Context: an optimization exercise on an open-source flow, tuned for small area, a short achievable clock period and few clock cycles per item. The choices shown serve that exercise and are no tape-out recipe. RTL that was checked went through simulation tests only; none was proved equivalent to the original. No functional check of the RTL was part of run 1. No activity file was given, so power comes from the tool's default toggle rates.

==> flow/design.v (outline; a module is shown in full before it is edited, if it fits) <==
// module mul: 1995 lines
// module csa_fa: 4 lines
// module csa_ha: 4 lines
// module ysyx_mulunit: 21 lines
module ysyx_mulunit (
    input          clk,
    input          rst_n,
    input          mul_valid,
    input  [63:0]  alu_src1,
    input  [63:0]  alu_src2,
    input  [3:0]   mul_expand_signed,
    output [129:0] mul_res,
    output         sh_fnsh_flag
);
  // ...
==> flow/flow/run.sh <==
#!/bin/bash
# Layout flow: the standard layout (standard.sh, which also runs the
# standard synthesis) with these settings changed:
#  - the port buffers start as buf_2 instead of the buffer the resizer picks;
#  - sizing may swap a cell for one of another footprint;
#  - clock tree synthesis inserts no dummy loads.
# make's output goes to make.log; each step's tool output is in orfs/logs/.
set -euo pipefail
bash standard.sh MATCH_CELL_FOOTPRINT=0 \
    "BUFFER_PORTS_ARGS=-buffer_cell sky130_fd_sc_hd__buf_2" \
    "CTS_ARGS=-sink_clustering_enable -repair_clock_nets -dont_use_dummy_load" \
    finish > make.log 2>&1
==> flow/standard.sh <==
#!/bin/bash
# synth_recipe.tcl (not shown) runs the flow's synth.tcl, then flattens the netlist and writes it again
# the make line also repeats each setting of config.mk as NAME=value (left out here)
make -C /OpenROAD-flow-scripts/flow DESIGN_CONFIG=/design/flow/config.mk WORK_HOME=/design/flow/orfs CLKGATE_MAP_FILE= SYNTH_SCRIPT=/design/flow/synth_recipe.tcl "${@:-finish}"
==> flow/config.mk <==
export PLATFORM = sky130hd
export DESIGN_NAME = ysyx_mulunit
export DESIGN_NICKNAME = ysyx_mulunit
export VERILOG_FILES = /design/flow/design.v
export SDC_FILE = /design/flow/constraint.sdc
export NUM_CORES = 8
export LEC_CHECK = 0
export CAP_MARGIN = 20
export CORE_MARGIN = 2
export CORE_UTILIZATION = 50
export SETUP_SLACK_MARGIN = 4.2
export SLEW_MARGIN = 20
export SYNTH_HIERARCHICAL = 1
==> flow/constraint.sdc <==
create_clock -name core_clock -period 8.0 [get_ports {clk}]
set_input_delay 1.6000 -clock core_clock [delete_from_list [all_inputs] [get_ports {clk}]]
set_output_delay 1.6000 -clock core_clock [all_outputs]
set_load 0.01 [all_outputs]
==> impl_metrics.ini, run 1 <==
[timing]
slew-limit-headroom = 0.347
skew_ns = 0.0609
final_hold_viol_count = 0
fin_crit_ns = 3.86

[floorplanning]
start_util = 0.508
fp.dieH_um = 244

[cells_and_area]
fillCellCount = 5217
mostFrequentLayoutCells = xnor2_1 (356), dfxtp_1 (297), a22oi_1 (281), buf_2 (263), fa_1 (262)
max_flop_register = u_mul.P
final_common_cell = xnor2_1
register_area_um2 = 6410
multi_input_area_um2 = 21100
largestClassByArea = multi-input combinational cells

[route]
num_vias = 25900
wl_met1_um = 44200
drt_wl_total_um = 106000

[outcome]
status = no timing/DRC/antenna violations

[grt]
grt_usage = 0.350
grt_overflow = 0

[place]
place_inst = 3945
dpl_cell_area_um2 = 30100
place_congestion = 1.02
pre_cts_ws_ns = 3.19

[synthesis]
synthDistinctLibCells = 81
post-synth-top-count-cell = xnor2_1
synthTopCellsByArea = dfxtp_1 (22%), fa_1 (18%), xnor2_1 (11%), a22oi_1 (7.3%), ha_1 (4.6%)
synth-xor-area-share = 0.124
synthFlopType = dfxtp_1

[job]
maxCapViolations = 0

[pwr]
cellInternalPower_mw = 4.34
maxPowerGroup = combinational logic

[min_path]
min_path_type = flop to flop
hold-path-endpoint = u_mul.res$_DFF_PN0_

[setup_path]
r2r-start = u_mul.P[49]$_DFF_P_
critPathSlowestCell = a221o_1
worst-path-buf-inv = 1

[clocking]
cts.sinks = 317
path_clk_slew_ns = 0.05
cts_setup_buffers = 8
==> run 2: changes to the inputs <==
--- a/flow/design.v
+++ b/flow/design.v
@@ -13,16 +13,17 @@
 localparam W  = 76;
 localparam QW = 12;
 wire [3:0] md = mul_expand_signed;
 wire e0  = (md == 4'd0);
 wire e1  = (md == 4'd1);
 wire e2  = (md == 4'd2);
 wire e3  = (md == 4'd3);
 wire e12 = e1 | e2;
+wire e123 = e12 | e3;                   
 wire ca64_0 = alu_src1[0] | alu_src1[1] | alu_src1[2] | alu_src1[3] | alu_src1[4] | alu_src1[5] | alu_src1[6];
 wire ca64_1 = alu_src1[7] | alu_src1[8] | alu_src1[9] | alu_src1[10] | alu_src1[11] | alu_src1[12] | alu_src1[13] | alu_src1[14];
 wire ca64_2 = alu_src1[15] | alu_src1[16] | alu_src1[17] | alu_src1[18] | alu_src1[19] | alu_src1[20] | alu_src1[21] | alu_src1[22];
 wire ca64_3 = alu_src1[23] | alu_src1[24] | alu_src1[25] | alu_src1[26] | alu_src1[27] | alu_src1[28] | alu_src1[29] | alu_src1[30];
 wire ca64_4 = alu_src1[31] | alu_src1[32] | alu_src1[33] | alu_src1[34] | alu_src1[35] | alu_src1[36] | alu_src1[37] | alu_src1[38];
 wire ca64_5 = alu_src1[39] | alu_src1[40] | alu_src1[41] | alu_src1[42] | alu_src1[43] | alu_src1[44] | alu_src1[45] | alu_src1[46];
 wire ca64_6 = alu_src1[47] | alu_src1[48] | alu_src1[49] | alu_src1[50] | alu_src1[51] | alu_src1[52] | alu_src1[53] | alu_src1[54];
 wire ca64_7 = alu_src1[55] | alu_src1[56] | alu_src1[57] | alu_src1[58] | alu_src1[59] | alu_src1[60] | alu_src1[61] | alu_src1[62];
@@ -59,39 +60,16 @@
 wire sa32_2_6 = ca32_2 | sa32_1_5;
 wire sa32_2_7 = sa32_1_7 | sa32_1_5;
 wire sa32_3_4 = ca32_4 | sa32_2_3;
 wire sa32_3_5 = sa32_1_5 | sa32_2_3;
 wire sa32_3_6 = sa32_2_6 | sa32_2_3;
 wire sa32_3_7 = sa32_2_7 | sa32_2_3;
 wire sa32_4_8 = ca32_0 | sa32_3_7;
 wire [NC-1:0] ta32 = {ca32_8, sa32_1_1, sa32_2_2, sa32_2_3, sa32_3_4, sa32_3_5, sa32_3_6, sa32_3_7, sa32_4_8};
-wire ca16_0 = alu_src1[0] | alu_src1[1] | alu_src1[2] | alu_src1[3] | alu_src1[4] | alu_src1[5] | alu_src1[6];
-wire ca16_1 = alu_src1[7] | alu_src1[8] | alu_src1[9] | alu_src1[10] | alu_src1[11] | alu_src1[12] | alu_src1[13] | alu_src1[14];
-wire ca16_2 = alu_src1[15];
-wire ca16_3 = 1'b0;
-wire ca16_4 = 1'b0;
-wire ca16_5 = 1'b0;
-wire ca16_6 = 1'b0;
-wire ca16_7 = 1'b0;
-wire ca16_8 = 1'b0;
-wire sa16_1_1 = ca16_7 | ca16_8;
-wire sa16_1_3 = ca16_5 | ca16_6;
-wire sa16_1_5 = ca16_3 | ca16_4;
-wire sa16_1_7 = ca16_1 | ca16_2;
-wire sa16_2_2 = ca16_6 | sa16_1_1;
-wire sa16_2_3 = sa16_1_3 | sa16_1_1;
-wire sa16_2_6 = ca16_2 | sa16_1_5;
-wire sa16_2_7 = sa16_1_7 | sa16_1_5;
-wire sa16_3_4 = ca16_4 | sa16_2_3;
-wire sa16_3_5 = sa16_1_5 | sa16_2_3;
-wire sa16_3_6 = sa16_2_6 | sa16_2_3;
-wire sa16_3_7 = sa16_2_7 | sa16_2_3;
-wire sa16_4_8 = ca16_0 | sa16_3_7;
-wire [NC-1:0] ta16 = {ca16_8, sa16_1_1, sa16_2_2, sa16_2_3, sa16_3_4, sa16_3_5, sa16_3_6, sa16_3_7, sa16_4_8};
 wire cb64_0 = alu_src2[0] | alu_src2[1] | alu_src2[2] | alu_src2[3] | alu_src2[4] | alu_src2[5] | alu_src2[6];
 wire cb64_1 = alu_src2[7] | alu_src2[8] | alu_src2[9] | alu_src2[10] | alu_src2[11] | alu_src2[12] | alu_src2[13] | alu_src2[14];
 wire cb64_2 = alu_src2[15] | alu_src2[16] | alu_src2[17] | alu_src2[18] | alu_src2[19] | alu_src2[20] | alu_src2[21] | alu_src2[22];
 wire cb64_3 = alu_src2[23] | alu_src2[24] | alu_src2[25] | alu_src2[26] | alu_src2[27] | alu_src2[28] | alu_src2[29] | alu_src2[30];
 wire cb64_4 = alu_src2[31] | alu_src2[32] | alu_src2[33] | alu_src2[34] | alu_src2[35] | alu_src2[36] | alu_src2[37] | alu_src2[38];
 wire cb64_5 = alu_src2[39] | alu_src2[40] | alu_src2[41] | alu_src2[42] | alu_src2[43] | alu_src2[44] | alu_src2[45] | alu_src2[46];
 wire cb64_6 = alu_src2[47] | alu_src2[48] | alu_src2[49] | alu_src2[50] | alu_src2[51] | alu_src2[52] | alu_src2[53] | alu_src2[54];
 wire cb64_7 = alu_src2[55] | alu_src2[56] | alu_src2[57] | alu_src2[58] | alu_src2[59] | alu_src2[60] | alu_src2[61] | alu_src2[62];
@@ -128,48 +106,22 @@
 wire sb32_2_6 = cb32_2 | sb32_1_5;
 wire sb32_2_7 = sb32_1_7 | sb32_1_5;
 wire sb32_3_4 = cb32_4 | sb32_2_3;
 wire sb32_3_5 = sb32_1_5 | sb32_2_3;
 wire sb32_3_6 = sb32_2_6 | sb32_2_3;
 wire sb32_3_7 = sb32_2_7 | sb32_2_3;
 wire sb32_4_8 = cb32_0 | sb32_3_7;
 wire [NC-1:0] tb32 = {cb32_8, sb32_1_1, sb32_2_2, sb32_2_3, sb32_3_4, sb32_3_5, sb32_3_6, sb32_3_7, sb32_4_8};
-wire cb16_0 = alu_src2[0] | alu_src2[1] | alu_src2[2] | alu_src2[3] | alu_src2[4] | alu_src2[5] | alu_src2[6];
-wire cb16_1 = alu_src2[7] | alu_src2[8] | alu_src2[9] | alu_src2[10] | alu_src2[11] | alu_src2[12] | alu_src2[13] | alu_src2[14];
-wire cb16_2 = alu_src2[15];
-wire cb16_3 = 1'b0;
-wire cb16_4 = 1'b0;
-wire cb16_5 = 1'b0;
-wire cb16_6 = 1'b0;
-wire cb16_7 = 1'b0;
-wire cb16_8 = 1'b0;
-wire sb16_1_1 = cb16_7 | cb16_8;
-wire sb16_1_3 = cb16_5 | cb16_6;
-wire sb16_1_5 = cb16_3 | cb16_4;
-wire sb16_1_7 = cb16_1 | cb16_2;
-wire sb16_2_2 = cb16_6 | sb16_1_1;
-wire sb16_2_3 = sb16_1_3 | sb16_1_1;
-wire sb16_2_6 = cb16_2 | sb16_1_5;
-wire sb16_2_7 = sb16_1_7 | sb16_1_5;
-wire sb16_3_4 = cb16_4 | sb16_2_3;
-wire sb16_3_5 = sb16_1_5 | sb16_2_3;
-wire sb16_3_6 = sb16_2_6 | sb16_2_3;
-wire sb16_3_7 = sb16_2_7 | sb16_2_3;
-wire sb16_4_8 = cb16_0 | sb16_3_7;
-wire [NC-1:0] tb16 = {cb16_8, sb16_1_1, sb16_2_2, sb16_2_3, sb16_3_4, sb16_3_5, sb16_3_6, sb16_3_7, sb16_4_8};
 wire sw64 = |(tb64 & ~ta64);
 wire sw32 = |(tb32 & ~ta32);
-wire sw16 = |(tb16 & ~ta16);
-wire swap = e0 ? sw64 : e12 ? sw32 : e3 & sw16;
-wire [NC-1:0] tn = e0 ? ta64 & tb64 : e12 ? ta32 & tb32 : e3 ? ta16 & tb16 : {NC{1'b0}};
-wire [NC-1:0] ha = e0 ? ta64 & ~(ta64 >> 1) : e12 ? ta32 & ~(ta32 >> 1) :
-                   e3 ? ta16 & ~(ta16 >> 1) : {NC{1'b0}};
-wire [NC-1:0] hb = e0 ? tb64 & ~(tb64 >> 1) : e12 ? tb32 & ~(tb32 >> 1) :
-                   e3 ? tb16 & ~(tb16 >> 1) : {NC{1'b0}};
+wire swap = e0 ? sw64 : e123 & sw32;
+wire nz = e0 ? ta64[0] & tb64[0] : e123 & ta32[0] & tb32[0];
+wire [NC-1:0] ha = e0 ? ta64 & ~(ta64 >> 1) : e123 ? ta32 & ~(ta32 >> 1) : {NC{1'b0}};
+wire [NC-1:0] hb = e0 ? tb64 & ~(tb64 >> 1) : e123 ? tb32 & ~(tb32 >> 1) : {NC{1'b0}};
 function [K:0] chunk;
     input [63:0] x;
     input integer g;
     integer j;
     begin
         for (j = 0; j <= K; j = j + 1)
             chunk[j] = (K*g - 1 + j >= 0 && K*g - 1 + j < 64) ? x[K*g - 1 + j] : 1'b0;
     end
@@ -191,25 +143,32 @@
 reg  [NC-1:0]    cnt;       
 reg  [NC-1:0]    hra, hrb;  
 reg              swp;
 reg  [127:0]     P;         
 reg  [W-1:0]     C;         
 reg              dlp, dlm;  
 reg  [63:0]      M;
 reg  [QW-1:0]    q;
-reg              f0, f1, f3, f12, fa;
-wire [63:0] mask = {{32{f0}}, {16{f12}}, {16{fa}}};
+reg              f0, f1, f3, fa;
+wire [63:0] mask = {{32{f0}}, {32{fa}}};
 wire [63:0] am = alu_src1 & mask;
 wire [63:0] bm = alu_src2 & mask;
 wire idle = ~prep & ~busy & ~res & ~sh_fnsh_flag;
 wire last = ~cnt[1];
-wire [NC-1:0] nxt = prep ? (swp ? hra : hrb) : (cnt >> 1) & ~(cnt >> 2);
-reg  [K:0] qna, qnb;
 integer i;
+wire [NC-1:0] hm  = swp ? hra : hrb;    
+wire [NC-1:0] nxt = prep ? hm : (cnt >> 1) & ~(cnt >> 2);
+reg  [NC-1:0] tn;
+always @(*) begin
+    tn[NC-1] = hm[NC-1];
+    for (i = NC - 2; i >= 0; i = i - 1)
+        tn[i] = tn[i+1] | hm[i];
+end
+reg  [K:0] qna, qnb;
 always @(*) begin
     qna = {(K+1){1'b0}};
     qnb = {(K+1){1'b0}};
     for (i = 0; i < NC; i = i + 1) begin
         qna = qna | (chunk(am, i) & {(K+1){nxt[i]}});
         qnb = qnb | (chunk(bm, i) & {(K+1){nxt[i]}});
     end
 end
@@ -1955,32 +1914,31 @@
                      rsum[15:0]};
 always @(posedge clk or negedge rst_n) begin
     if (!rst_n) begin
         prep         <= 1'b0;
         busy         <= 1'b0;
         res          <= 1'b0;
         sh_fnsh_flag <= 1'b0;
     end else begin
-        prep         <= idle & mul_valid & tn[0];
+        prep         <= idle & mul_valid & nz;
         busy         <= prep | (busy & ~last);
         res          <= busy & last;
-        sh_fnsh_flag <= res | (idle & mul_valid & ~tn[0]);
+        sh_fnsh_flag <= res | (idle & mul_valid & ~nz);
     end
 end
 always @(posedge clk) begin
     swp <= swap;
     hra <= ha;
     hrb <= hb;
     M   <= swp ? bm : am;
     f0  <= e0;
     f1  <= e1;
     f3  <= e3;
-    f12 <= e0 | e12;
-    fa  <= e0 | e12 | e3;
+    fa  <= e0 | e123;
     q   <= qn;
     if (busy) begin
         cnt <= cnt >> 1;
         P   <= {ustep, ns};
         C   <= nc;
         dlp <= tdp;
         dlm <= tdm;
     end else begin
==> flow/config.mk (replaced) <==
export PLATFORM = sky130hd
export DESIGN_NAME = ysyx_mulunit
export DESIGN_NICKNAME = ysyx_mulunit
export VERILOG_FILES = /design/flow/design.v
export SDC_FILE = /design/flow/constraint.sdc
export NUM_CORES = 8
export LEC_CHECK = 0
export CAP_MARGIN = 20
export CORE_MARGIN = 2
export CORE_UTILIZATION = 50
export SETUP_SLACK_MARGIN = 4.7
export SLEW_MARGIN = 20
export SYNTH_HIERARCHICAL = 1
==> run 2 against run 1 <==
Against the previous run:
- final cell count rose by 0.25%
- register-to-register slack better by 0.54 ns
- largest power group unchanged
- die area down 0.90%
==> impl_metrics.ini, run 2 <==
[floorplanning]
fp-row-count = 87
fp.dieH_um = 243
io_pins = 266
die_width_um = 243
start_util = 0.505
coreArea_um2 = 56400
die_area_um2 = 58900

[synthesis]
ys_seq_elements = 316
synthTopCellsByArea = dfxtp_1 (22%), fa_1 (18%), xnor2_1 (11%), a22oi_1 (7.6%), ha_1 (4.7%)
yosys.area.top_type = dfxtp_1
synthFlopType = dfxtp_1
synthDistinctLibCells = 93
post-synth-top-count-cell = xnor2_1
yosysTopAreaCellShare = 0.219
syn_inst = 3160
syn_area_um2 = 28500
avgSynthCellArea_um2 = 9.01
synth_edf_count = 0
yosysSeqAreaShare = 0.223
synth-warning-count = 7
yosys-top-cells-count = xnor2_1 (352), dfxtp_1 (312), a22oi_1 (290), fa_1 (262), nand2_1 (245)
async_flop_share = 0.0127

[setup_path]
ff2ff_path_depth = 11
start_kind = flop
reg2reg_to = u_mul.P[85]$_DFF_P_
critical_path_required_ns = 8.43
cp.arrival_ns = 3.75
startpoint = u_mul.P[41]$_DFF_P_
worst_setup_path_end_kind = flop
crit_chain = ha_1 > nand4_1 > nor2_1 > nand3_2 > o311ai_4 > o31ai_4 > a21oi_4 > o21a_4 > o21ai_0 > or3_1 > a32o_1
r2r_slack_ns = 4.68
r2r-start = u_mul.P[41]$_DFF_P_
crit_type = flop to flop
crit_path_max_incr_delay_ns = 0.46
crit_fanout = 6
cp_top_family = compound AO/OA/AOI/OAI gates
worst-path-buf-inv = 0
critPathSlowestCell = ha_1

[timing]
skew_ns = 0.0530
worstMarginPinSlew_ns = 0.989
slew-limit-headroom = 0.341
setup_viol = 0
period_share = 0.415
slew_violations = 0
final_hold_viol_count = 0
fin_crit_ns = 3.32
finalSetupTns_ns = 0
fmaxAchievable_ghz = 0.301
rsz0062_at_grt = true
final.setup.worst_slack_ns = 4.68

[route]
wl_per_cell_um = 27.9
drt_iter0_drc = 2430
drt_wl_total_um = 112000
drc = 0
dr.pass1.iters = 8
viasPerCell = 6.48
num_vias = 26100
drtAntennaViolNets = 0

[grt]
met3_usage = 0.0759
grt_usage = 0.360
antenna_found_initial = 2
grtUsageMet2 = 0.574
grt_overflow = 0
grt_max_degree = 204
busiest_layer = met2
grt_use_met1 = 0.481
grt_pass1_wl_um = 162000
grt_pass1_vias = 25800

[pwr]
ir_drop_mv = 0.311
leakage_nw = 12.8
power-per-cell-area_nw_per_um2 = 338

[cells_and_area]
register_area_um2 = 6460
fin_nets = 3770
fillCellCount = 5073
max_flop_register = u_mul.P
mostFrequentLayoutCells = xnor2_1 (351), a22oi_1 (289), buf_2 (263), fa_1 (262), dfxtp_1 (248)
multi_input_area_um2 = 21700
reg_top3 = u_mul.P x128, u_mul.C x75, u_mul.M x64
area_growth_pct = 14.6
layout-drive-gt1-share = 0.185
final_common_cell = xnor2_1
largest_register_ffs = 128
utilization = 0.579

[min_path]
hold-path-endpoint = u_mul.res$_DFF_PN0_
min_path_type = flop to flop
min_path_cells = 1
holdCritStartpoint = u_mul.cnt[1]$_DFF_P_

[clocking]
cts_buffers = 40
cts_tree = yes
cts.sinks = 316
path_clk_slew_ns = 0.06
htreeDepth = 2
holdBufCountCts = 0
cts_root_buf = clkbuf_16
clock_path_buffers = 3
insertion_delay_ns = 0.57

[place]
port_buffers = 263
pre_cts_ws_ns = 3.89
place_congestion = 1.08
dp_hpwl_um = 79400

[job]
maxCapViolations = 0

[outcome]
status = no timing/DRC/antenna violations
==> run 2: how the worst max path moves through the flow <==
| stage | slack, ns | endpoint | cells past startpoint |
|---|---|---|---|
| floorplan | 4.59 | u_mul.prep$_DFF_PN0_ | 10 |
| global placement | 3.95 | u_mul.P[85]$_DFF_P_ | 11 |
| detailed placement | 3.89 | u_mul.P[85]$_DFF_P_ | 11 |
| CTS | 4.64 | u_mul.P[85]$_DFF_P_ | 11 |
| global route | 4.55 | u_mul.P[85]$_DFF_P_ | 11 |
| finish | 4.68 | u_mul.P[85]$_DFF_P_ | 11 |
==> run 2: repair_timing <==
item	4_1_cts	5_1_grt
cloned	0	4
endpoints found under the hold margin	0	0
pin swaps	11	31
gates resized for setup	87	180
setup buffers	14	26
setup endpoints to repair	179	106
==> run 2: routing by layer <==
| layer | share of wire | vias to the layer above | routed length, µm |
|---|---|---|---|
| met4 | 0.046 | 4 | 5150 |
| met5 | 0.00024 | - | 27 |
| li1 | - | 11300 | - |
| met1 | 0.41 | 13000 | 46200 |
| met3 | 0.094 | 279 | 10500 |
| met2 | 0.45 | 1482 | 50500 |
==> run 2: cells by family after synthesis <==
group | Yosys count | share of synthesized area
DFF | 316 | 0.223
AOI/OAI and AO/OA | 808 | 0.193
and+or+nand+nor | 832 | 0.147
adders and majority gates | 368 | 0.231
buffers and inverters | 340 | 0.0482
other | 1 | 0.000132
xor gates and xnor gates | 407 | 0.126
muxes | 88 | 0.0319
==> run 2: final cells by class <==
class | instances | share of cell area
multi-input combinational | 2506 | 0.666
sequential | 316 | 0.198
timing repair buffer | 331 | 0.0683
clock buffer | 40 | 0.0307
tap | 756 | 0.0290
inverter | 72 | 0.00828
antenna | 1 | 0.0000767
==> run 2: modules after synthesis, one instance, submodules excluded, excerpt <==
module  cells  area [µm²]  copies in the design  flip-flops and latches
csa_fa      1        20.0                   254                       0
csa_ha      1        12.5                    12                       0
mul      2894       23200                     1                     316
==> run 2: power breakdown <==
| group | switching (mW) | internal, mW |
|---|---|---|
| clock | 0.682 | 0.873 |
| combinational | 4.17 | 2.96 |
| sequential | 0.460 | 1.87 |
| total | 5.31 | 5.70 |
==> run 2: metrics by stage <==
stage,total power [mW],std cells,instance area [µm²],hold WS (ns)
finish,11.0,4022,32600,0.435
global route,11.8,4021,32600,0.459
CTS,10.6,3991,31500,0.436
detailed placement,8.86,3937,29900,0.426
global placement,8.74,3937,29900,0.418
floorplan,6.69,3162,28500,0.402
Testbench counts of run 2, summed over its fixed seeds: cycles 34,590, muls 4,800.
==> run 3: changes to the inputs <==
--- a/flow/config.mk
+++ b/flow/config.mk
@@ -9,4 +9,4 @@
 export CORE_MARGIN = 2
-export CORE_UTILIZATION = 50
-export SETUP_SLACK_MARGIN = 4.7
+export CORE_UTILIZATION = 57
+export SETUP_SLACK_MARGIN = 4.5
 export SLEW_MARGIN = 20
==> run 3 against run 2 <==
Against the previous run:
- still clean
- routed wire length down 6.7%
- total power down 4.8%
- first-iteration DRC count up 23%
- setup slack worse by 0.18 ns
- sequential power about the same
- non-clock buffer count down 14
- area after synthesis unchanged
- global-route usage up 3.8 points
- final area down 3.9%
- via count up 1.1%
- final cell count down 2.7%
- die area down 12%
==> impl_metrics.ini, run 3 <==
[outcome]
status = no timing/DRC/antenna violations

[clocking]
cts_buffers = 38
clock_path_buffers = 3
htreeDepth = 2
cts_root_buf = clkbuf_16
cts_tree = yes
cts.sinks = 316
holdBufCountCts = 0
insertion_delay_ns = 0.58
path_clk_slew_ns = 0.05

[route]
viasPerCell = 6.73
drt_wl_total_um = 105000
wl_per_cell_um = 26.8
dr.pass1.iters = 6
drc = 0
drtAntennaViolNets = 0
drt_iter0_drc = 2980
num_vias = 26300

[pwr]
cellInternalPower_mw = 5.43
pwr-share-comb = 0.639
swShare = 0.482
clockPowerShare = 0.142
power-per-cell-area_nw_per_um2 = 334
seqPwrFrac = 0.219
p_sw_mw = 5.05
leakage_nw = 12.6
ir_drop_mv = 0.244

[cells_and_area]
max_flop_register = u_mul.P
final_common_cell = xnor2_1
largest_register_ffs = 128
mostFrequentLayoutCells = xnor2_1 (352), dfxtp_1 (294), a22oi_1 (290), buf_2 (264), fa_1 (262)
layout-drive-gt1-share = 0.146
reg_top3 = u_mul.P x128, u_mul.C x75, u_mul.M x64
fin_nets = 3754
area_growth_pct = 10.1
stdcell_count = 3914

[setup_path]
crit_chain = ha_1 > nand4_1 > nor4_2 > o2bb2ai_1 > o31a_1 > o31ai_4 > buf_4 > a21oi_4 > o21ai_2 > buf_2 > nor3b_2 > xnor2_1 > o21ai_0
cp_top_family = compound AO/OA/AOI/OAI gates
crit_fanout = 10
worst_setup_path_end_kind = flop
worst-path-buf-inv = 2
critical_path_required_ns = 8.42
cp.arrival_ns = 3.92
crit_type = flop to flop
critPathSlowestCell = o31a_1
crit_path_max_incr_delay_ns = 0.39
start_kind = flop

[job]
maxCapViolations = 0

[place]
place_inst = 3849
dp_hpwl_um = 76900
place_congestion = 1.04
port_buffers = 263

[synthesis]
synth-warning-count = 7
post-synth-top-count-cell = xnor2_1
yosys-top-cells-count = xnor2_1 (352), dfxtp_1 (312), a22oi_1 (290), fa_1 (262), nand2_1 (245)
syn_inst = 3160
yosysSeqAreaShare = 0.223
avgSynthCellArea_um2 = 9.01
ys_seq_elements = 316
synth_edf_count = 0
synthFlopType = dfxtp_1
syn_area_um2 = 28500
synthDistinctLibCells = 93
synthTopCellsByArea = dfxtp_1 (22%), fa_1 (18%), xnor2_1 (11%), a22oi_1 (7.6%), ha_1 (4.7%)
yosysTopAreaCellShare = 0.219
yosys.area.top_type = dfxtp_1
async_flop_share = 0.0127

[floorplanning]
fp-row-count = 81
die_area_um2 = 51800
io_pins = 266
die_width_um = 228
start_util = 0.579
fp.dieH_um = 228
coreArea_um2 = 49200

[timing]
period_share = 0.438
skew_ns = 0.0705
worstMarginPinSlew_ns = 0.877
setup_viol = 0
fmaxAchievable_ghz = 0.285
slew_violations = 0
fin_crit_ns = 3.50
final_hold_viol_count = 0
finalSetupTns_ns = 0
slew-limit-headroom = 0.416
rsz0062_at_grt = true

[grt]
grt_usage = 0.398
antenna_found_initial = 3
grt_pass1_vias = 25500
grt_max_degree = 89
grt_pass1_wl_um = 156000
grt_overflow = 0

[min_path]
min_path_type = flop to flop
-- run 3: cell counts after synthesis --
No cell type changed its count.
-- run 3: power by group through the flow --
stage	clock network (mW)	registers [mW]	logic, mW
final	1.49	2.30	6.69
after global routing	1.57	2.32	7.28
after CTS	1.50	2.27	6.50
after detailed placement	0	2.35	6.35
after global placement	0	2.33	6.23
after floorplan	0	2.11	4.57
-- run 3: cell families (layout without fill, tap and decap cells) --
kind of cell             Yosys count  count (layout)  share of synthesized area
flip-flops                       316             316                      0.223
multiplexers                      88              88                     0.0319
other                              1               4                   0.000132
AO/OA/AOI/OAI                    808             808                      0.193
AND/OR/NAND/NOR                  832             832                      0.147
buffers and inverters            340             427                     0.0482
XOR/XNOR                         407             407                      0.126
adder cells (fa/ha/maj)          368             368                      0.231
-- run 3: metrics by stage --
stage          hold slack, ns   util  power (mW)  worst slack [ns]  cell area [µm²]
6_report                0.448  0.638        10.5              4.50            31300
3_5_place_dp            0.431  0.606        8.70              3.95            29800
2_1_floorplan           0.402      -        6.68              4.51            28500
5_1_grt                 0.486  0.638        11.2              4.35            31300
4_1_cts                 0.444  0.628        10.3              4.37            30900
3_3_place_gp            0.419  0.606        8.56              3.98            29800
-- run 3: final timing paths --
path | from | endpoint | depth (start not counted) | slack [ns]
min in group asynchronous | rst_n | u_mul.prep$_DFF_PN0_ | 1 | 0.89
worst min register to register | u_mul.cnt[1]$_DFF_P_ | u_mul.res$_DFF_PN0_ | 1 | 0.45
worst min-delay path | u_mul.cnt[1]$_DFF_P_ | u_mul.res$_DFF_PN0_ | 1 | 0.45
worst max register to register | u_mul.C[23]$_SDFF_PN0_ | u_mul.P[103]$_DFF_P_ | 13 | 4.50
max in group asynchronous | rst_n | u_mul.busy$_DFF_PN0_ | 1 | 6.95
worst max-delay path | u_mul.C[23]$_SDFF_PN0_ | u_mul.P[103]$_DFF_P_ | 13 | 4.50
-- run 3: what timing repair did --
action	CTS	global route
pin swaps	2	20
resized for setup	13	73
gates cloned	0	1
endpoints found under the setup margin	107	97
buffers inserted	6	19
-- run 3: layer usage --
metal,wire [µm],global-route usage
met5,27,0
met2,47900,0.633
met3,11000,0.0996
met1,40800,0.516
met4,5090,0.172
-- run 3: modules after synthesis, one instance, submodules excluded, a selection --
module / copies in the design / cells
mul: 1 / 2894
csa_fa: 254 / 1
csa_ha: 12 / 1
-- run 3: cell type report --
class                   instances  area, µm²
inverters                      72        270
multi-input cells            2506      21100
repair buffers                317       1840
fillers                      4199      17800
well taps                     664        831
clock buffers                  38        951
diodes                          1       2.50
flip-flops and latches        316       6380
==> run 4: changes to the inputs <==
--- a/flow/config.mk
+++ b/flow/config.mk
@@ -9,3 +9,3 @@
 export CORE_MARGIN = 2
-export CORE_UTILIZATION = 57
+export CORE_UTILIZATION = 44
 export SETUP_SLACK_MARGIN = 4.5
==> run 4 against run 3 <==
Against the previous run:
- final cell count increased by 4.8%
- flip-flop and latch count unchanged
- critical path depth decreased by 3
- final area increased by 0.55%
- count of clock-buffer cells in the layout increased by 3
- combinational power decreased by 0.9%
==> impl_metrics.ini, run 4 <==
[outcome]
status = no timing/DRC/antenna violations

[pwr]
power-per-cell-area_nw_per_um2 = 333
ir_drop_mv = 0.186
leakage_nw = 12.5

[timing]
skew_ns = 0.0491
fin_crit_ns = 3.47
final_hold_viol_count = 0
finalSetupTns_ns = 0
slew_violations = 0
period_share = 0.434
rsz0062_at_grt = true
setup_viol = 0
fmaxAchievable_ghz = 0.288
slew-limit-headroom = 0.300
worstMarginPinSlew_ns = 1.05

[setup_path]
start_kind = flop
crit_type = flop to flop
critPathCapture = u_mul.q[11]$_DFF_P_
worst_setup_path_end_kind = flop
r2r-start = u_mul.swp$_DFF_P_
crit_fanout = 16
ff2ff_path_depth = 10
r2r_slack_ns = 4.53
critical_path_required_ns = 8.45
startpoint = u_mul.swp$_DFF_P_
reg2reg_to = u_mul.q[11]$_DFF_P_
cp.arrival_ns = 3.93

[floorplanning]
fp-row-count = 93
io_pins = 266
die_area_um2 = 66800
die_width_um = 258
coreArea_um2 = 64200
start_util = 0.443
fp.dieH_um = 258

[clocking]
cts.sinks = 316
cts_tree = yes
holdBufCountCts = 0
cts_buffers = 41
path_clk_slew_ns = 0.06
cts_root_buf = clkbuf_16
insertion_delay_ns = 0.58
clock_path_buffers = 3
htreeDepth = 2

[route]
drt_iter0_drc = 2752
drt_wl_total_um = 107000
viasPerCell = 6.20
wl_per_cell_um = 26.1
drtAntennaViolNets = 0
dr.pass1.iters = 6
drc = 0
num_vias = 25400

[synthesis]
async_flop_share = 0.0127
post-synth-top-count-cell = xnor2_1
synthFlopType = dfxtp_1
synth-warning-count = 7
yosysSeqAreaShare = 0.223
avgSynthCellArea_um2 = 9.01
yosys-top-cells-count = xnor2_1 (352), dfxtp_1 (312), a22oi_1 (290), fa_1 (262), nand2_1 (245)
synthTopCellsByArea = dfxtp_1 (22%), fa_1 (18%), xnor2_1 (11%), a22oi_1 (7.6%), ha_1 (4.7%)
yosysTopAreaCellShare = 0.219
syn_area_um2 = 28500
ys_seq_elements = 316
yosys.area.top_type = dfxtp_1
synth_edf_count = 0
synthDistinctLibCells = 93
syn_inst = 3160

[grt]
grt_pass1_vias = 25500
antenna_found_initial = 3
met3_usage = 0.0562
grt_overflow = 0
grt_max_degree = 86
busiest_layer = met2
grt_usage = 0.315
grtUsageMet2 = 0.522
grt_pass1_wl_um = 161000
grt_use_met1 = 0.406

[cells_and_area]
layout-drive-gt1-share = 0.141
reg_top3 = u_mul.P x128, u_mul.C x75, u_mul.M x64
utilization = 0.491
largest_register_ffs = 128
fin_nets = 3747
mostFrequentLayoutCells = xnor2_1 (352), a22oi_1 (290), dfxtp_1 (289), buf_2 (264), fa_1 (262)
final_common_cell = xnor2_1
area_growth_pct = 10.7
max_flop_register = u_mul.P
fillCellCount = 6171

[min_path]
min_path_type = flop to flop
holdCritStartpoint = u_mul.cnt[1]$_DFF_P_

[place]
dp_hpwl_um = 80700
place_congestion = 0.989
port_buffers = 263

[job]
maxCapViolations = 0
-- run 4: cell count changes in the layout (fill, tap and decap cells not counted), sizes merged --
cell and delta:
buf -12, clkbuf +5, diode +2
-- run 4: timing repair --
action / CTS / global route
pin swaps: 7 / 10
endpoints found under the setup margin: 133 / 93
buffers inserted: 9 / 8
gates resized for setup: 34 / 54
gates cloned: 0 / 1
-- run 4: how the worst min path moves through the flow --
stage                                endpoint  slack, ns  cells after the start
after floorplan           u_mul.res$_DFF_PN0_       0.40                      1
after global placement    u_mul.res$_DFF_PN0_       0.42                      1
after detailed placement  u_mul.res$_DFF_PN0_       0.42                      1
after CTS                 u_mul.res$_DFF_PN0_       0.43                      1
after global routing      u_mul.res$_DFF_PN0_       0.46                      1
final                     u_mul.res$_DFF_PN0_       0.43                      1
-- run 4: routing by layer --
metal / share of wire / wire length (µm)
met4: 0.045 / 4850
met5: 0.00011 / 12
met2: 0.47 / 50600
met1: 0.40 / 43100
met3: 0.080 / 8610
-- run 4: per-stage QoR --
stage	total power, mW	hold slack [ns]	cell area, µm²	std cells	worst slack (ns)
after floorplan	6.68	0.402	28500	3162	4.51
after global placement	8.65	0.419	30000	4038	3.81
after detailed placement	8.79	0.422	30000	4038	3.78
after CTS	10.4	0.426	31300	4088	4.46
after global routing	11.4	0.462	31500	4097	4.39
final	10.5	0.425	31500	4100	4.53
-- run 4: final cells by class --
cell class | instances | area [µm²] | area share
multi-input combinational | 2506 | 21000 | 0.665
sequential | 316 | 6390 | 0.203
timing repair buffer | 307 | 1780 | 0.0565
tap | 855 | 1070 | 0.0339
clock buffer | 41 | 1030 | 0.0325
inverter | 72 | 270 | 0.00857
antenna | 3 | 7.51 | 0.000238
-- run 4: critical path, cell delays in order, from the launching register on --
cell      delay [ns]
dfxtp_4         0.49
mux2_2          0.39
nand2_1         0.07
o31ai_1         0.12
and2_1          0.41
a222oi_1        0.65
nand3_1         0.17
a211oi_2        0.37
a21oi_1         0.17
ha_1            0.27
mux2_2          0.25
-- run 4: Yosys stat by module, one instance, submodules excluded, excerpt --
module / area (µm²) / flops+latches / cells inside
mul: 23200 / 316 / 2894
csa_fa: 20.0 / 0 / 1
csa_ha: 12.5 / 0 / 1
-- run 4: cell families after synthesis --
| group | synth area share |
|---|---|
| simple gates | 0.147 |
| compound gates | 0.193 |
| xor+xnor | 0.126 |
| fa+ha+maj | 0.231 |
| buf+inv | 0.0482 |
| flops | 0.223 |
| mux | 0.0319 |
| other cells | 0.000132 |
-- run 4: power breakdown --
group / total, mW / switching (mW) / internal (mW)
registers: 2.31 / 0.453 / 1.86
logic: 6.63 / 3.89 / 2.74
clock network: 1.57 / 0.678 / 0.894
==> run 5: changes to the inputs <==
--- a/flow/config.mk
+++ b/flow/config.mk
@@ -9,3 +9,3 @@
 export CORE_MARGIN = 2
-export CORE_UTILIZATION = 44
+export CORE_UTILIZATION = 50
 export SETUP_SLACK_MARGIN = 4.5
==> run 5 against run 4 <==
Against the previous run:
- still clean on timing, DRC and antenna
- worst hold slack got worse by 0.0068 ns
- flip-flop and latch count did not move
- synthesized cell count unchanged
- critical path type unchanged
- largest cell class unchanged
==> impl_metrics.ini, run 5 <==
[pwr]
pwr-share-comb = 0.635
clockPowerShare = 0.150
swShare = 0.478
leakage_nw = 12.6
finalPower_mw = 10.5
power-per-cell-area_nw_per_um2 = 333
seqPwrFrac = 0.215
p_sw_mw = 5.02
ir_drop_mv = 0.226
cellInternalPower_mw = 5.49

[timing]
skew_ns = 0.0627
worstMarginPinSlew_ns = 1.06
fin_crit_ns = 3.43
setup_viol = 0
rsz0062_at_grt = true
fmaxAchievable_ghz = 0.292
slew-limit-headroom = 0.286
period_share = 0.428
final_hold_viol_count = 0
finalSetupTns_ns = 0
slew_violations = 0

[floorplanning]
io_pins = 266
start_util = 0.505
fp.dieH_um = 243
die_area_um2 = 58900
fp-row-count = 87
die_width_um = 243
coreArea_um2 = 56400

[synthesis]
synthTopCellsByArea = dfxtp_1 (22%), fa_1 (18%), xnor2_1 (11%), a22oi_1 (7.6%), ha_1 (4.7%)
synth-warning-count = 7
ys_seq_elements = 316
post-synth-top-count-cell = xnor2_1
synthDistinctLibCells = 93
synthFlopType = dfxtp_1
yosysTopAreaCellShare = 0.219
avgSynthCellArea_um2 = 9.01
syn_inst = 3160
syn_area_um2 = 28500
yosys.area.top_type = dfxtp_1
yosysSeqAreaShare = 0.223
async_flop_share = 0.0127
synth_edf_count = 0
yosys-top-cells-count = xnor2_1 (352), dfxtp_1 (312), a22oi_1 (290), fa_1 (262), nand2_1 (245)

[route]
drtAntennaViolNets = 0
dr.pass1.iters = 7
wl_per_cell_um = 26.2
viasPerCell = 6.38
num_vias = 25500
drc = 0
drt_iter0_drc = 2284
drt_wl_total_um = 105000

[clocking]
path_clk_slew_ns = 0.06
holdBufCountCts = 0
cts.sinks = 316
insertion_delay_ns = 0.58
cts_root_buf = clkbuf_16
clock_path_buffers = 3
cts_tree = yes
cts_buffers = 41
htreeDepth = 2

[grt]
antenna_found_initial = 7
grt_max_degree = 204
grt_usage = 0.346
grt_pass1_wl_um = 157000
grt_pass1_vias = 25100
grt_overflow = 0

[cells_and_area]
fin_nets = 3747
utilization = 0.559
mostFrequentLayoutCells = xnor2_1 (352), dfxtp_1 (293), a22oi_1 (289), buf_2 (263), fa_1 (262)
largest_register_ffs = 128
area_growth_pct = 10.7
final_common_cell = xnor2_1
reg_top3 = u_mul.P x128, u_mul.C x75, u_mul.M x64
layout-drive-gt1-share = 0.145
max_flop_register = u_mul.P

[setup_path]
cp.arrival_ns = 3.84
reg2reg_to = u_mul.P[30]$_DFF_P_
start_kind = flop
worst_setup_path_end_kind = flop
r2r-start = u_mul.q[9]$_DFF_P_
crit_type = flop to flop
critical_path_required_ns = 8.41
ff2ff_path_depth = 6
r2r_slack_ns = 4.57
crit_fanout = 49

[min_path]
holdCritStartpoint = u_mul.cnt[1]$_DFF_P_
min_path_cells = 1
min_path_type = flop to flop
hold-path-endpoint = u_mul.res$_DFF_PN0_

[place]
port_buffers = 263
dp_hpwl_um = 78100
place_congestion = 1.02

[outcome]
status = no timing/DRC/antenna violations

[job]
maxCapViolations = 0
## run 5: cell type report
cell class,count,area [µm²]
tap,756,946
inverter,72,270
timing repair buffer,307,1760
clock buffer,41,1030
sequential,316,6390
multi-input combinational,2506,21100
fill,5183,24900
antenna,2,5.00
## run 5: kinds of logic (layout without fill, tap and decap cells)
family | count (synthesis) | count (layout) | synth area share
buffers and inverters | 340 | 420 | 0.0482
XOR/XNOR | 407 | 407 | 0.126
adder cells (fa/ha/maj) | 368 | 368 | 0.231
flip-flops | 316 | 316 | 0.223
multiplexers | 88 | 88 | 0.0319
AO/OA/AOI/OAI | 808 | 808 | 0.193
AND/OR/NAND/NOR | 832 | 832 | 0.147
other | 1 | 5 | 0.000132
## run 5: worst max path at each step
stage / startpoint / to / slack, ns / cells past startpoint
finish: u_mul.q[9]$_DFF_P_ / u_mul.P[30]$_DFF_P_ / 4.57 / 6
floorplan: alu_src1[18] / u_mul.prep$_DFF_PN0_ / 4.51 / 10
detailed placement: u_mul.C[11]$_SDFF_PN0_ / u_mul.P[105]$_DFF_P_ / 3.93 / 11
CTS: u_mul.P[0]$_DFF_P_ / u_mul.P[37]$_DFF_P_ / 4.50 / 12
global route: u_mul.P[85]$_DFF_P_ / u_mul.P[110]$_DFF_P_ / 4.42 / 10
global placement: u_mul.C[11]$_SDFF_PN0_ / u_mul.P[105]$_DFF_P_ / 3.96 / 11
## run 5: power groups by stage
stage	clock network (mW)	logic [mW]	registers (mW)
after floorplan	0	4.57	2.11
after global placement	0	6.38	2.28
after detailed placement	0	6.48	2.30
after CTS	1.61	6.57	2.25
after global routing	1.66	7.37	2.29
final	1.58	6.68	2.26
## run 5: Yosys stat by module (local to each module, per instance), excerpt
module | copies in the design | cells | flip-flops and latches
csa_fa | 254 | 1 | 0
mul | 1 | 2894 | 316
csa_ha | 12 | 1 | 0
## run 5: routing by layer
layer  global-route usage  wire, µm  vias to the layer above  share of wire
met2                0.551     47900                     1312           0.46
met5                    0        46                        -        0.00044
met1                0.475     44000                    12700           0.42
met4                0.118      4070                        8          0.039
li1                     -         -                    11300              -
met3               0.0588      8920                      243          0.085
## run 5: timing repair
item	CTS	global route
buffers inserted	8	12
pin swaps	6	14
resized for setup	26	73
setup endpoints to repair	118	90
## run 5: worst max-delay path, stage by stage, from the launching register on
cell	delay (ns)
dfxtp_4	0.58
buf_6	0.58
xnor2_1	0.21
fa_1	0.46
fa_1	0.49
fa_1	0.52
a221o_1	0.38
## run 5: metrics by stage
stage	instances	hold WS [ns]	setup slack (ns)	area (µm²)
2_1_floorplan	3162	0.402	4.51	28500
3_3_place_gp	3937	0.418	3.96	29900
3_5_place_dp	3937	0.418	3.93	29900
4_1_cts	3986	0.415	4.50	31100
5_1_grt	3998	0.435	4.42	31500
6_report	4000	0.419	4.57	31500
==> run 6: changes to the inputs <==
--- a/flow/config.mk
+++ b/flow/config.mk
@@ -7,2 +7,3 @@
 export LEC_CHECK = 0
+export ABC_AREA = 1
 export CAP_MARGIN = 20
==> run 6 against run 5 <==
Against the previous run:
- first-iteration DRC count grew 16%
- sequential share of layout area shrank 1.2 points
- die area grew 7.5%
- flip-flop and latch count is the same
- via count grew 18%
- still clean
- largest power group unchanged
==> impl_metrics.ini, run 6 <==
[setup_path]
critical_path_required_ns = 8.49
critPathCapture = u_mul.P[21]$_DFF_P_
cp.arrival_ns = 3.89
startpoint = u_mul.q[1]$_DFF_P_
reg2reg_to = u_mul.P[21]$_DFF_P_
ff2ff_path_depth = 9
crit_fanout = 39
r2r-start = u_mul.q[1]$_DFF_P_
start_kind = flop
crit_type = flop to flop
r2r_slack_ns = 4.60
worst_setup_path_end_kind = flop

[synthesis]
syn_area_um2 = 30600
synth-warning-count = 7
synth_simple_gate_area_frac = 0.269
synth_compound_area_frac = 0.132
yosysTopAreaCellShare = 0.204
post-synth-top-count-cell = nand2_1
synth_edf_count = 0
avgSynthCellArea_um2 = 7.15
syn_inst = 4284
muxShareOfSynthArea = 0
synth_top_family_by_area = simple AND/OR/NAND/NOR gates
synthDistinctLibCells = 60
synth-xor-area-share = 0.0863
synthFlopType = dfxtp_1
async_flop_share = 0.0127
yosysSeqAreaShare = 0.207
yosys-top-cells-count = nand2_1 (1033), inv_1 (470), nand3_1 (398), dfxtp_1 (312), xor2_1 (299)
ys_seq_elements = 316
yosys.area.top_type = dfxtp_1
synthTopCellsByArea = dfxtp_1 (20%), fa_1 (17%), nand2_1 (13%), xor2_1 (8.5%), nand3_1 (6.5%)
synthAdderAreaFrac = 0.214

[floorplanning]
fp.dieH_um = 252
coreArea_um2 = 60500
io_pins = 266
die_area_um2 = 63300
die_width_um = 252
start_util = 0.507
fp-row-count = 90

[clocking]
cts_buffers = 41
clock_path_buffers = 3
cts_root_buf = clkbuf_16
htreeDepth = 2
cts.sinks = 316
path_clk_slew_ns = 0.05
insertion_delay_ns = 0.57
holdBufCountCts = 0
cts_tree = yes

[timing]
holdWs_ns = 0.421
period_share = 0.425
fmaxAchievable_ghz = 0.294
slew_violations = 0
final_hold_viol_count = 0
slew-limit-headroom = 0.225
finalSetupTns_ns = 0
skew_ns = 0.0198
rsz0062_at_grt = false
fin_crit_ns = 3.40
setup_viol = 0
worstMarginPinSlew_ns = 1.16

[route]
dr.pass1.iters = 6
wl_per_cell_um = 21.4
num_vias = 30000
viasPerCell = 5.78
drc = 0
drt_wl_total_um = 111000
drtAntennaViolNets = 0
drt_iter0_drc = 2658

[cells_and_area]
n_antenna_cell = 0
largest_register_ffs = 128
fin_nets = 4920
mostFrequentLayoutCells = nand2_1 (1032), inv_1 (469), nand3_1 (398), dfxtp_1 (304), xor2_1 (299)
layout-drive-gt1-share = 0.101
max_flop_register = u_mul.P
register_area_um2 = 6370
multi_input_area_um2 = 21600
area_growth_pct = 9.28
reg_top3 = u_mul.P x128, u_mul.C x75, u_mul.M x64
fillCellCount = 6157
final_common_cell = nand2_1

[grt]
grt_max_degree = 91
met3_usage = 0.0447
busiest_layer = met2
grt_pass1_wl_um = 171000
antenna_found_initial = 0
grtUsageMet2 = 0.575
grt_usage = 0.349
grt_overflow = 0
grt_use_met1 = 0.452
grt_pass1_vias = 29100

[place]
port_buffers = 263
dp_hpwl_um = 83800
place_congestion = 1.00

[pwr]
leakage_nw = 17.3
clockPowerShare = 0.151
p_sw_mw = 5.20
pwr-share-comb = 0.626
cellInternalPower_mw = 5.26
ir_drop_mv = 0.158
power-per-cell-area_nw_per_um2 = 312
swShare = 0.497
seqPwrFrac = 0.223

[min_path]
holdCritStartpoint = u_mul.cnt[1]$_DFF_P_
min_path_type = flop to flop

[job]
maxCapViolations = 0

[outcome]
status = no timing/DRC/antenna violations
## run 6: cell count changes after synthesis, sizes merged, moves of 93 or more
cell   change
xor2     +245
nand3    +354
and2      -93
xnor2    -350
nor2     +129
a22oi    -287
o22ai    +271
nand2    +808
inv      +418
## run 6: area by class of cell
class | instances | share of cell area
sequential | 316 | 0.190
multi-input combinational | 3272 | 0.645
tap | 782 | 0.0292
inverter | 490 | 0.0556
clock buffer | 41 | 0.0306
timing repair buffer | 296 | 0.0491
## run 6: worst max-delay path, stage by stage, from the launching register on
cell	delay, ns
dfxtp_1	0.33
inv_4	0.26
buf_6	0.34
o22ai_1	0.17
xor2_1	0.30
fa_1	0.51
fa_1	0.53
fa_1	0.55
nand2_1	0.15
nand2_1	0.14
## run 6: kinds of logic (layout without fill, tap and decap cells)
family	Yosys count	in the layout
AND/OR/NAND/NOR	1916	1918
buffers and inverters	700	827
AO/OA/AOI/OAI	681	681
adder cells (fa/ha/maj)	368	368
flip-flops	316	316
XOR/XNOR	302	302
other	1	3
## run 6: worst min-delay path by stage
stage | endpoint | slack [ns] | depth (start not counted)
floorplan | u_mul.res$_DFF_PN0_ | 0.39 | 1
global placement | u_mul.res$_DFF_PN0_ | 0.42 | 1
detailed placement | u_mul.res$_DFF_PN0_ | 0.41 | 1
CTS | u_mul.res$_DFF_PN0_ | 0.42 | 1
global route | u_mul.res$_DFF_PN0_ | 0.44 | 1
finish | u_mul.res$_DFF_PN0_ | 0.42 | 1
## run 6: per-module statistics from Yosys, one instance, submodules excluded, a selection
module,cells,copies in the design,cell area (µm²),flip-flops and latches
mul,4018,1,25400,316
csa_fa,1,254,20.0,0
csa_ha,1,12,12.5,0
## run 6: routing by layer
| metal | wire length, µm | vias up | share of wire |
|---|---|---|---|
| met1 | 45700 | 14100 | 0.41 |
| met3 | 7930 | 258 | 0.071 |
| met5 | 0 | - | 0 |
| li1 | - | 14300 | - |
| met2 | 51500 | 1383 | 0.46 |
| met4 | 5920 | 0 | 0.053 |
## run 6: power by group through the flow
stage | Sequential [mW] | Clock, mW | Combinational [mW]
after CTS | 2.33 | 1.61 | 6.52
after global placement | 2.37 | 0 | 6.41
after detailed placement | 2.37 | 0 | 6.44
after global routing | 2.37 | 1.67 | 7.30
final | 2.33 | 1.58 | 6.54
after floorplan | 2.22 | 0 | 4.46
## run 6: stage by stage
stage / power (mW) / util / cell area [µm²] / std cells / setup WS, ns
floorplan: 6.68 / - / 30700 / 4286 / 4.86
global placement: 8.77 / 0.533 / 32300 / 5150 / 4.14
detailed placement: 8.81 / 0.533 / 32300 / 5150 / 4.04
CTS: 10.5 / 0.552 / 33400 / 5194 / 4.48
global route: 11.3 / 0.554 / 33500 / 5197 / 4.50
finish: 10.5 / 0.554 / 33500 / 5197 / 4.60
## run 6: what timing repair did
action                                  CTS  global route
hold endpoints to repair                  0             0
setup buffers                             1             3
gates resized for setup                  17            28
cloned                                    2             0
pin swaps                                 1             0
endpoints found under the setup margin   77           104
==> run 7: changes to the inputs <==
--- a/flow/config.mk
+++ b/flow/config.mk
@@ -7,3 +7,2 @@
 export LEC_CHECK = 0
-export ABC_AREA = 1
 export CAP_MARGIN = 20
@@ -11,2 +10,3 @@
 export CORE_UTILIZATION = 50
+export PLACE_DENSITY = 0.7
 export SETUP_SLACK_MARGIN = 4.5
==> run 7 against run 6 <==
Against the previous run:
- critical endpoint is now u_mul.P[110]$_DFF_P_
- synthesized cell count is 26% lower
- global-route usage is 1.9 points higher
- highest routed layer is now met5
- sequential power hardly changed
- fmax is 2.2% lower
- die area is 7.0% lower
- critical path depth is 4 higher
- clock skew is 0.0083 ns higher
- still clean
- count of clock-buffer cells in the layout is 3 lower
- largest power group unchanged
- area after synthesis is 7.1% lower
- register-to-register slack worse by 0.08 ns
- total power is 1.9% higher
==> impl_metrics.ini, run 7 <==
[outcome]
status = no timing/DRC/antenna violations

[cells_and_area]
reg_top3 = u_mul.P x128, u_mul.C x75, u_mul.M x64
stdcell_count = 4000
area_growth_pct = 10.8
max_flop_register = u_mul.P
mostFrequentLayoutCells = xnor2_1 (351), a22oi_1 (289), dfxtp_1 (287), buf_2 (263), fa_1 (262)
fin_nets = 3749
fin_area_um2 = 31500
layout-drive-gt1-share = 0.149
final_common_cell = xnor2_1
largest_register_ffs = 128
n_antenna_cell = 0

[setup_path]
crit_chain = ha_1 > nand4_1 > nor4_4 > o2bb2ai_2 > o31a_1 > o31ai_2 > buf_4 > a21oi_4 > o211ai_1 > buf_4 > buf_4 > or4_1 > nand3_1
crit_fanout = 8
critical_path_required_ns = 8.49
crit_type = flop to flop
cp.arrival_ns = 3.96
worst_setup_path_end_kind = flop
cp_top_family = simple AND/OR/NAND/NOR gates
start_kind = flop
cp_common_cell = buf_4
critPathSlowestCell = or4_1
worst-path-buf-inv = 3
crit_path_max_incr_delay_ns = 0.45

[place]
place_congestion = 1.09
port_buffers = 263
dpl_cell_area_um2 = 29900
place_inst = 3942
dp_hpwl_um = 82900

[pwr]
leakage_nw = 12.6
ir_drop_mv = 0.175
power-per-cell-area_nw_per_um2 = 338
finalPower_mw = 10.7

[route]
drt_wl_total_um = 111000
drc = 0
dr.pass1.iters = 6
drt_iter0_drc = 2509
drtAntennaViolNets = 0
num_vias = 26200
viasPerCell = 6.55
wl_per_cell_um = 27.7

[synthesis]
synthTopCellsByArea = dfxtp_1 (22%), fa_1 (18%), xnor2_1 (11%), a22oi_1 (7.6%), ha_1 (4.7%)
ys_seq_elements = 316
synth-warning-count = 7
yosys-top-cells-count = xnor2_1 (352), dfxtp_1 (312), a22oi_1 (290), fa_1 (262), nand2_1 (245)
synthFlopType = dfxtp_1
avgSynthCellArea_um2 = 9.01
yosysSeqAreaShare = 0.223
yosys.area.top_type = dfxtp_1
async_flop_share = 0.0127
post-synth-top-count-cell = xnor2_1
synth_edf_count = 0
syn_area_um2 = 28500
synthDistinctLibCells = 93
yosysTopAreaCellShare = 0.219
syn_inst = 3160

[timing]
skew_ns = 0.0280
slew_violations = 0
setup_viol = 0
rsz0062_at_grt = true
worstMarginPinSlew_ns = 0.889
fmaxAchievable_ghz = 0.288
period_share = 0.434
finalSetupTns_ns = 0
fin_crit_ns = 3.48
slew-limit-headroom = 0.407
final_hold_viol_count = 0
holdWs_ns = 0.456

[grt]
grt_usage = 0.367
grt_pass1_wl_um = 165000
antenna_found_initial = 1
grt_pass1_vias = 26100
grt_max_degree = 88
grt_overflow = 0

[clocking]
htreeDepth = 2
clock_path_buffers = 3
cts_root_buf = clkbuf_16
path_clk_slew_ns = 0.06
cts.sinks = 316
insertion_delay_ns = 0.56
cts_buffers = 38
holdBufCountCts = 0
cts_tree = yes

[floorplanning]
die_width_um = 243
die_area_um2 = 58900
fp-row-count = 87
coreArea_um2 = 56400
io_pins = 266
fp.dieH_um = 243
start_util = 0.505

[job]
maxCapViolations = 0

[min_path]
min_path_type = flop to flop
-- run 7: path summary, 6_finish.rpt --
check / startpoint / endpoint / slack (ns) / depth (start not counted)
setup / recovery: u_mul.C[30]$_SDFF_PN0_ / u_mul.P[110]$_DFF_P_ / 4.52 / 13
hold / removal: u_mul.cnt[1]$_DFF_P_ / u_mul.res$_DFF_PN0_ / 0.46 / 1
hold reg to reg: u_mul.cnt[1]$_DFF_P_ / u_mul.res$_DFF_PN0_ / 0.46 / 1
setup reg to reg: u_mul.C[30]$_SDFF_PN0_ / u_mul.P[110]$_DFF_P_ / 4.52 / 13
max in group asynchronous: rst_n / u_mul.busy$_DFF_PN0_ / 6.96 / 1
min in group asynchronous: rst_n / u_mul.busy$_DFF_PN0_ / 0.87 / 1
-- run 7: per-stage QoR --
stage | util | setup WS [ns]
2_1_floorplan | - | 4.51
3_3_place_gp | 0.530 | 3.71
3_5_place_dp | 0.530 | 3.64
4_1_cts | 0.552 | 4.48
5_1_grt | 0.559 | 4.43
6_report | 0.559 | 4.52
-- run 7: timing repair --
| action | CTS | global route |
|---|---|---|
| gates resized for setup | 36 | 87 |
| gates cloned | 1 | 0 |
| buffers inserted | 9 | 10 |
| setup endpoints to repair | 137 | 89 |
| pin swaps | 11 | 15 |
-- run 7: where the power goes --
part	leakage, nW	switching, mW	internal (mW)	total, mW
registers	2.60	0.464	1.85	2.32
logic	9.48	4.04	2.80	6.84
clock network	0.468	0.660	0.832	1.49
total	12.6	5.16	5.49	10.7
-- run 7: cell type report --
| class | instances | area [µm²] |
|---|---|---|
| flip-flops and latches | 316 | 6390 |
| inverters | 72 | 270 |
| multi-input cells | 2507 | 21100 |
| clock buffers | 38 | 951 |
| well taps | 756 | 946 |
| fillers | 5108 | 24800 |
| repair buffers | 311 | 1840 |
-- run 7: logic make-up after synthesis --
logic type / synth area share
adder cells (fa/ha/maj): 0.231
buffers and inverters: 0.0482
AO/OA/AOI/OAI: 0.193
multiplexers: 0.0319
other: 0.000132
flip-flops: 0.223
AND/OR/NAND/NOR: 0.147
XOR/XNOR: 0.126
-- run 7: modules after synthesis (local to each module, per instance), excerpt --
module / times used / area [µm²] / flip-flops and latches
csa_fa: 254 / 20.0 / 0
csa_ha: 12 / 12.5 / 0
mul: 1 / 23200 / 316
-- run 7: metal layers --
layer | part of all wire | track usage | up-vias | routed length, µm
li1 | - | - | 11300 | -
met1 | 0.39 | 0.476 | 13000 | 43600
met3 | 0.086 | 0.0569 | 294 | 9520
met5 | 0.00014 | 0 | - | 15
met4 | 0.055 | 0.179 | 2 | 6130
met2 | 0.46 | 0.599 | 1618 | 51300
==> run 8: changes to the inputs <==
--- a/flow/config.mk
+++ b/flow/config.mk
@@ -10,3 +10,2 @@
 export CORE_UTILIZATION = 50
-export PLACE_DENSITY = 0.7
 export SETUP_SLACK_MARGIN = 4.5
@@ -14 +13,2 @@
 export SYNTH_HIERARCHICAL = 1
+export TNS_END_PERCENT = 10
==> run 8 against run 7 <==
Against the previous run:
- still clean on timing, DRC and antenna
- routed wire length shrank 5.3%
- die area is the same
- clock power grew 6%
- setup slack lost 0.094 ns
- flip-flop and latch count is the same
- largest cell class unchanged
- highest routed layer unchanged
==> impl_metrics.ini, run 8 <==
[outcome]
status = no timing/DRC/antenna violations

[grt]
antenna_found_initial = 7
grt_pass1_wl_um = 157000
grt_pass1_vias = 25000
grt_max_degree = 204
grt_overflow = 0
grt_usage = 0.345

[setup_path]
worst-path-buf-inv = 0
critPathCapture = u_mul.q[5]$_DFF_P_
crit_path_max_incr_delay_ns = 0.63
cp_common_cell = mux2_2
crit_chain = mux2_2 > nand2_1 > o31ai_1 > and2_1 > a222oi_1 > nand3_1 > a211oi_1 > a21oi_1 > ha_1 > mux2_2
critPathSlowestCell = a222oi_1
startpoint = u_mul.swp$_DFF_P_
reg2reg_to = u_mul.q[5]$_DFF_P_
crit_fanout = 19
crit_type = flop to flop
start_kind = flop
worst_setup_path_end_kind = flop
cp.arrival_ns = 3.99
ff2ff_path_depth = 10
cp_top_family = compound AO/OA/AOI/OAI gates
critical_path_required_ns = 8.42
crit_cells = 10
r2r_slack_ns = 4.43
r2r-start = u_mul.swp$_DFF_P_

[clocking]
cts_buffers = 41
cts_tree = yes
cts.sinks = 316
insertion_delay_ns = 0.58
clock_path_buffers = 3
cts_root_buf = clkbuf_16
htreeDepth = 2
path_clk_slew_ns = 0.06

[cells_and_area]
reg_top3 = u_mul.P x128, u_mul.C x75, u_mul.M x64
final_common_cell = xnor2_1
max_flop_register = u_mul.P
largest_register_ffs = 128
fin_area_um2 = 31500
fillCellCount = 5185
mostFrequentLayoutCells = xnor2_1 (352), dfxtp_1 (295), a22oi_1 (289), buf_2 (263), fa_1 (262)
fin_nets = 3743
area_growth_pct = 10.6
stdcell_count = 3996
utilization = 0.559
layout-drive-gt1-share = 0.141

[timing]
skew_ns = 0.0596
fin_crit_ns = 3.57
holdWs_ns = 0.418
final.setup.worst_slack_ns = 4.43
slew-limit-headroom = 0.293
rsz0062_at_grt = true
slew_violations = 0
finalSetupTns_ns = 0
setup_viol = 0
fmaxAchievable_ghz = 0.280
worstMarginPinSlew_ns = 1.05
period_share = 0.446
final_hold_viol_count = 0

[synthesis]
post-synth-top-count-cell = xnor2_1
yosysTopAreaCellShare = 0.219
synth-warning-count = 7
ys_seq_elements = 316
synthFlopType = dfxtp_1
synthTopCellsByArea = dfxtp_1 (22%), fa_1 (18%), xnor2_1 (11%), a22oi_1 (7.6%), ha_1 (4.7%)
async_flop_share = 0.0127
yosys-top-cells-count = xnor2_1 (352), dfxtp_1 (312), a22oi_1 (290), fa_1 (262), nand2_1 (245)
avgSynthCellArea_um2 = 9.01
synth_edf_count = 0
syn_area_um2 = 28500
synthDistinctLibCells = 93
yosys.area.top_type = dfxtp_1
yosysSeqAreaShare = 0.223
syn_inst = 3160

[place]
dpl_cell_area_um2 = 29900
pre_cts_ws_ns = 3.93
port_buffers = 263
place_inst = 3937
dp_hpwl_um = 78100
place_congestion = 1.02

[floorplanning]
die_width_um = 243
coreArea_um2 = 56400
fp.dieH_um = 243
start_util = 0.505
fp-row-count = 87
die_area_um2 = 58900
io_pins = 266

[route]
viasPerCell = 6.37
drc = 0
drtAntennaViolNets = 0
dr.pass1.iters = 6
drt_wl_total_um = 105000
drt_iter0_drc = 2404
num_vias = 25500
wl_per_cell_um = 26.2

[pwr]
leakage_nw = 12.5
finalPower_mw = 10.5
p_sw_mw = 5.03
clockPowerShare = 0.150
swShare = 0.478
ir_drop_mv = 0.225
pwr-share-comb = 0.635
power-per-cell-area_nw_per_um2 = 334
cellInternalPower_mw = 5.50
seqPwrFrac = 0.215

[job]
maxCapViolations = 0

[min_path]
min_path_type = flop to flop
-- run 8: cell type report --
type                            instances  area, µm²  share of cell area
Antenna cell                            2       5.00            0.000159
Multi-Input combinational cell       2506      21100               0.671
Sequential cell                       316       6380               0.203
Inverter                               72        270             0.00858
Timing Repair Buffer                  303       1740              0.0551
Clock buffer                           41       1030              0.0326
Tap cell                              756        946              0.0300
-- run 8: Yosys stat by module (local to each module, per instance), excerpt --
module,cell area (µm²),flops+latches
mul,23200,316
csa_fa,20.0,0
csa_ha,12.5,0
-- run 8: power by group through the flow --
stage	clock network [mW]	logic [mW]	registers, mW
4_1_cts	1.61	6.57	2.25
3_5_place_dp	0	6.48	2.30
2_1_floorplan	0	4.57	2.11
6_report	1.58	6.69	2.26
3_3_place_gp	0	6.38	2.28
5_1_grt	1.66	7.38	2.29
-- run 8: kinds of logic (layout without fill, tap and decap cells) --
logic type / Yosys count / count (layout) / synth area share
buffers and inverters: 340 / 416 / 0.0482
other: 1 / 5 / 0.000132
DFF: 316 / 316 / 0.223
AOI/OAI and AO/OA: 808 / 808 / 0.193
xor gates and xnor gates: 407 / 407 / 0.126
adders and majority gates: 368 / 368 / 0.231
muxes: 88 / 88 / 0.0319
and+or+nand+nor: 832 / 832 / 0.147
-- run 8: repair_timing --
item                                    CTS  global route
hold buffers                              0             0
buffers inserted                          7             9
pin swaps                                 6            11
gates resized for setup                  19            70
endpoints found under the setup margin  118           113
-- run 8: how the worst min path moves through the flow --
stage	from	end	cells past startpoint
6_report	u_mul.cnt[1]$_DFF_P_	u_mul.res$_DFF_PN0_	1
2_1_floorplan	u_mul.cnt[1]$_DFF_P_	u_mul.res$_DFF_PN0_	1
3_5_place_dp	u_mul.cnt[1]$_DFF_P_	u_mul.res$_DFF_PN0_	1
5_1_grt	u_mul.cnt[1]$_DFF_P_	u_mul.res$_DFF_PN0_	1
4_1_cts	u_mul.cnt[1]$_DFF_P_	u_mul.res$_DFF_PN0_	1
3_3_place_gp	u_mul.cnt[1]$_DFF_P_	u_mul.res$_DFF_PN0_	1
-- run 8: routing by layer --
layer	vias up	GRT usage	share of wire
met5	-	0	0.00049
met4	8	0.119	0.041
met3	242	0.0596	0.082
met2	1255	0.550	0.46
met1	12700	0.474	0.42
li1	11300	-	-
-- run 8: worst register-to-register path: cells and delay by family (launching register included) --
kind | cells | cell delay, ns
flip-flops | 1 | 0.54
AND/OR/NAND/NOR | 3 | 0.64
AO/OA/AOI/OAI | 4 | 1.37
adder cells (fa/ha/maj) | 1 | 0.26
multiplexers | 2 | 0.65

==> afterwards: timing with drivers on the ports <==
Ports are ideal in the flow. The routed layouts listed here were re-timed in OpenROAD. Step 1 assumes that a clkbuf_16 drives the clock port and a buf_2 every other input. Step 2 times the ports against the registers' clock, not the clock port: input delays grow and output delays shrink by t, the midpoint of the rising clock arrivals with the driver on. a / b / c = ideal / step 1 / step 2; a / b = the first two.
run	t, ns	setup WS [ns]	hold WS [ns]	worst setup path after step 2	worst data-port slew with drivers (ns)
run 1	0.619	4.140 / 4.140 / 3.707	0.450 / 0.450 / 0.450	input to register	0.05
run 2	0.611	4.677 / 4.677 / 4.180	0.435 / 0.435 / 0.435	input to register	0.07
run 3	0.605	4.496 / 4.496 / 4.053	0.448 / 0.448 / 0.448	input to register	0.06
run 4	0.620	4.527 / 4.527 / 4.109	0.425 / 0.425 / 0.425	input to register	0.08
run 5	0.611	4.572 / 4.572 / 4.038	0.419 / 0.419 / 0.419	input to register	0.09
run 6	0.625	4.602 / 4.602 / 4.231	0.421 / 0.421 / 0.421	input to register	0.05
run 7	0.611	4.525 / 4.525 / 3.988	0.456 / 0.456 / 0.456	input to register	0.07
run 8	0.609	4.430 / 4.430 / 4.005	0.418 / 0.418 / 0.418	input to register	0.08
After both steps setup and hold are still met in every run listed. The setup slack of run 7, which loses most, moves by 0.000 ns with the drivers and by -0.537 ns with both steps.
